From an optimization exercise on the open Yosys and OpenROAD flow, aimed at small area; shortcuts taken in it are not production practice.
The RTL was checked by simulation tests, not by an equivalence proof against the original design.
The flow treats the clock pin as an ideal source. Dropping or thinning the clock tree relies on that and would not hold on a real chip.
Power is estimated from default activity; no workload was simulated.

## fifo_wrapper
module fifo_wrapper (
    clk,
    reset,
    avalon_address,             
    avalon_write,               
    avalon_read,                
    avalon_writedata,           
    avalon_readdata,            
    avalon_status               
);
Size: about 140 flip-flops, roughly 24 I/O pins, about 5200 um^2 of cells after synthesis.
Settings: LEC_CHECK=0, CAP_MARGIN=20, CORE_MARGIN=2, CORE_UTILIZATION=40, SLEW_MARGIN=20, SYNTH_HIERARCHICAL=1, SYNTH_MINIMUM_KEEP_SIZE=0; clock period 5.0 ns.
standard.sh (not shown) runs the stock make flow with config.mk's settings and CLKGATE_MAP_FILE= SYNTH_SCRIPT=/design/flow/synth_recipe.tcl, a recipe that flattens the netlist after the stock synthesis.
==> flow/flow/run.sh <==
#!/bin/bash
# Standard ORFS layout with two changes: port buffers use the smallest
# buffer cell, and the clock tree is a root inverter driving a few leaf
# inverters, each for one cluster of registers (flow/mycts.tcl, run as the
# CTS step's PRE_CTS_TCL hook). ORFS writes each tool's log under
# orfs/logs; make's own output goes to flow_make.log here.
set -euo pipefail
here=$(pwd)
export BUFFER_PORTS_ARGS="-buffer_cell sky130_fd_sc_hd__buf_1"
export PRE_CTS_TCL="$here/flow/mycts.tcl"
export MYCTS_ROOT=sky130_fd_sc_hd__inv_6
export MYCTS_LEAF=sky130_fd_sc_hd__inv_8
export MYCTS_NLEAF=6
export MYCTS_NX=3
bash standard.sh finish > flow_make.log 2>&1
==> flow/flow/mycts.tcl <==
proc outterm { inst } {
  set t [$inst findITerm X]
  if { $t == "NULL" || $t == "" } { set t [$inst findITerm Y] }
  return $t
}

# Manual clock tree: the clock port drives a root buffer (or inverter),
# which drives NLEAF leaf buffers (or inverters: both levels invert, so the
# registers see the clock's polarity), each driving the clock pins of one cluster of
# registers (clusters split by position).  NLEAF 0: root drives all.
proc mycts { root_master leaf_master nleaf {nx 0} } {
  set db [ord::get_db]
  set block [ord::get_db_block]
  set clk [$block findNet clk]
  set sinks {}
  foreach it [$clk getITerms] {
    lappend sinks $it
  }
  # root buffer near the centroid of the sinks
  set sx 0; set sy 0; set n 0
  foreach it $sinks {
    set b [[$it getInst] getBBox]
    set sx [expr {$sx + ([$b xMin] + [$b xMax]) / 2}]
    set sy [expr {$sy + ([$b yMin] + [$b yMax]) / 2}]
    incr n
  }
  set cx [expr {$sx / $n}]; set cy [expr {$sy / $n}]
  set rm [$db findMaster $root_master]
  set root [odb::dbInst_create $block $rm clkbuf_root]
  set rnet [odb::dbNet_create $block clknet_root]
  $rnet setSigType CLOCK
  $root setLocation $cx $cy
  $root setPlacementStatus PLACED
  foreach it $sinks { $it disconnect }
  [$root findITerm A] connect $clk
  [outterm $root] connect $rnet
  if { $nleaf == 0 } {
    foreach it $sinks { $it connect $rnet }
    return
  }
  # split sinks into nleaf groups: sort by x into nx columns, then each by y
  set pts {}
  foreach it $sinks {
    set b [[$it getInst] getBBox]
    lappend pts [list $it [expr {([$b xMin] + [$b xMax]) / 2}] [expr {([$b yMin] + [$b yMax]) / 2}]]
  }
  if { $nx == 0 } { set nx [expr {$nleaf >= 4 ? 2 : 1}] }
  if { $nleaf == 2 && $nx == 0 } { set nx 2 }
  set ny [expr {$nleaf / $nx}]
  set pts [lsort -integer -index 1 $pts]
  set per [expr {int(ceil(double([llength $pts]) / $nx))}]
  set k 0
  for {set i 0} {$i < $nx} {incr i} {
    set col [lrange $pts [expr {$i * $per}] [expr {($i + 1) * $per - 1}]]
    set col [lsort -integer -index 2 $col]
    set per2 [expr {int(ceil(double([llength $col]) / $ny))}]
    for {set j 0} {$j < $ny} {incr j} {
      set grp [lrange $col [expr {$j * $per2}] [expr {($j + 1) * $per2 - 1}]]
      if { [llength $grp] == 0 } { continue }
      set gx 0; set gy 0
      foreach p $grp { set gx [expr {$gx + [lindex $p 1]}]; set gy [expr {$gy + [lindex $p 2]}] }
      set gx [expr {$gx / [llength $grp]}]; set gy [expr {$gy / [llength $grp]}]
      set lm [$db findMaster $leaf_master]
      set leaf [odb::dbInst_create $block $lm clkbuf_leaf_$k]
      set lnet [odb::dbNet_create $block clknet_leaf_$k]
      $lnet setSigType CLOCK
      $leaf setLocation $gx $gy
      $leaf setPlacementStatus PLACED
      [$leaf findITerm A] connect $rnet
      [outterm $leaf] connect $lnet
      foreach p $grp { [lindex $p 0] connect $lnet }
      incr k
    }
  }
}

# Used as ORFS's PRE_CTS_TCL hook: build the tree here and make the
# step's own repair_clock_inverters and clock_tree_synthesis calls no-ops.
mycts $::env(MYCTS_ROOT) $::env(MYCTS_LEAF) $::env(MYCTS_NLEAF) $::env(MYCTS_NX)
proc clock_tree_synthesis { args } {
  puts "clock tree built by flow/mycts.tcl"
}
# cts.tcl calls this right after the hook; it would clone each leaf
# inverter once per register.
proc repair_clock_inverters { args } {
  puts "repair_clock_inverters skipped: flow/mycts.tcl's tree is balanced"
}
Edit:
--- a/flow/flow/run.sh
+++ b/flow/flow/run.sh
@@ -11,5 +11,5 @@
 export MYCTS_ROOT=sky130_fd_sc_hd__inv_6
-export MYCTS_LEAF=sky130_fd_sc_hd__inv_8
-export MYCTS_NLEAF=6
-export MYCTS_NX=3
+export MYCTS_LEAF=sky130_fd_sc_hd__inv_16
+export MYCTS_NLEAF=4
+export MYCTS_NX=2
 bash standard.sh finish > flow_make.log 2>&1
Settings changed: CAP_MARGIN 20 to 0, SLEW_MARGIN 20 to 0.
After rerunning:
- The new run went through all stages and came out clean
- hold slack improved by 0.0052 ns
- utilization stays flat
- register-to-register slack got worse by 0.04 ns
- global-route usage is about the same
Edit:
--- a/flow/flow/run.sh
+++ b/flow/flow/run.sh
@@ -11,5 +11,5 @@
 export MYCTS_ROOT=sky130_fd_sc_hd__inv_6
-export MYCTS_LEAF=sky130_fd_sc_hd__inv_16
-export MYCTS_NLEAF=4
-export MYCTS_NX=2
+export MYCTS_LEAF=sky130_fd_sc_hd__inv_8
+export MYCTS_NLEAF=6
+export MYCTS_NX=3
 bash standard.sh finish > flow_make.log 2>&1
Settings changed: CAP_MARGIN 0 to 20, PLACE_DENSITY set to 0.9, SLEW_MARGIN 0 to 20.
Outcome: The new run completed without violations; sequential share of layout area came out higher by 0.24 points; area after synthesis is unchanged; global-route usage climbs by 0.23 points; core utilization went down by 0.14 points; hold slack loses 0.0035 ns; clock skew barely changes; total power goes down slightly; routed wire length rises by a few percent; critical path depth went down by 1; die area does not change.
Edit:
--- a/flow/flow/run.sh
+++ b/flow/flow/run.sh
@@ -11,5 +11,5 @@
 export MYCTS_ROOT=sky130_fd_sc_hd__inv_6
-export MYCTS_LEAF=sky130_fd_sc_hd__inv_8
-export MYCTS_NLEAF=6
-export MYCTS_NX=3
+export MYCTS_LEAF=sky130_fd_sc_hd__inv_16
+export MYCTS_NLEAF=4
+export MYCTS_NX=2
 bash standard.sh finish > flow_make.log 2>&1
Settings changed: PLACE_DENSITY 0.9 to not set.
- sequential cell count stays the same
- die area stays the same
- via count came out lower by 5.7%
- clock power came out higher by 9.2%
- power came out higher by 1.2%
In every run of this note, the design's own scripts or RTL, not TritonCTS, make the clock network.

afterwards: timing with drivers on the ports:
The results above use ideal ports. As a check the final layouts listed here were re-extracted and re-timed, cells and wires unchanged. Step 1 sets driving cells, clkbuf_16 on the clock port and buf_2 on the other inputs (assumed; they add their load-dependent delay and slew). Step 2 also shifts input and output timing later by t, the mid clock arrival at the registers, as if the neighbouring blocks saw the same clock. a / b / c = ideal / step 1 / step 2; a / b = the first two.
| run | t (ns) | setup WS [ns] | clock arrival spread, ns |
|---|---|---|---|
| the first run | 0.271 | 1.515 / 1.470 / 1.740 | 0.011 / 0.011 |
| the second run | 0.286 | 1.502 / 1.458 / 1.744 | 0.011 / 0.011 |
| the third run | 0.266 | 1.658 / 1.615 / 1.881 | 0.012 / 0.011 |
| the fourth run | 0.286 | 1.502 / 1.458 / 1.744 | 0.011 / 0.011 |
After both steps setup and hold are still met in every run listed.
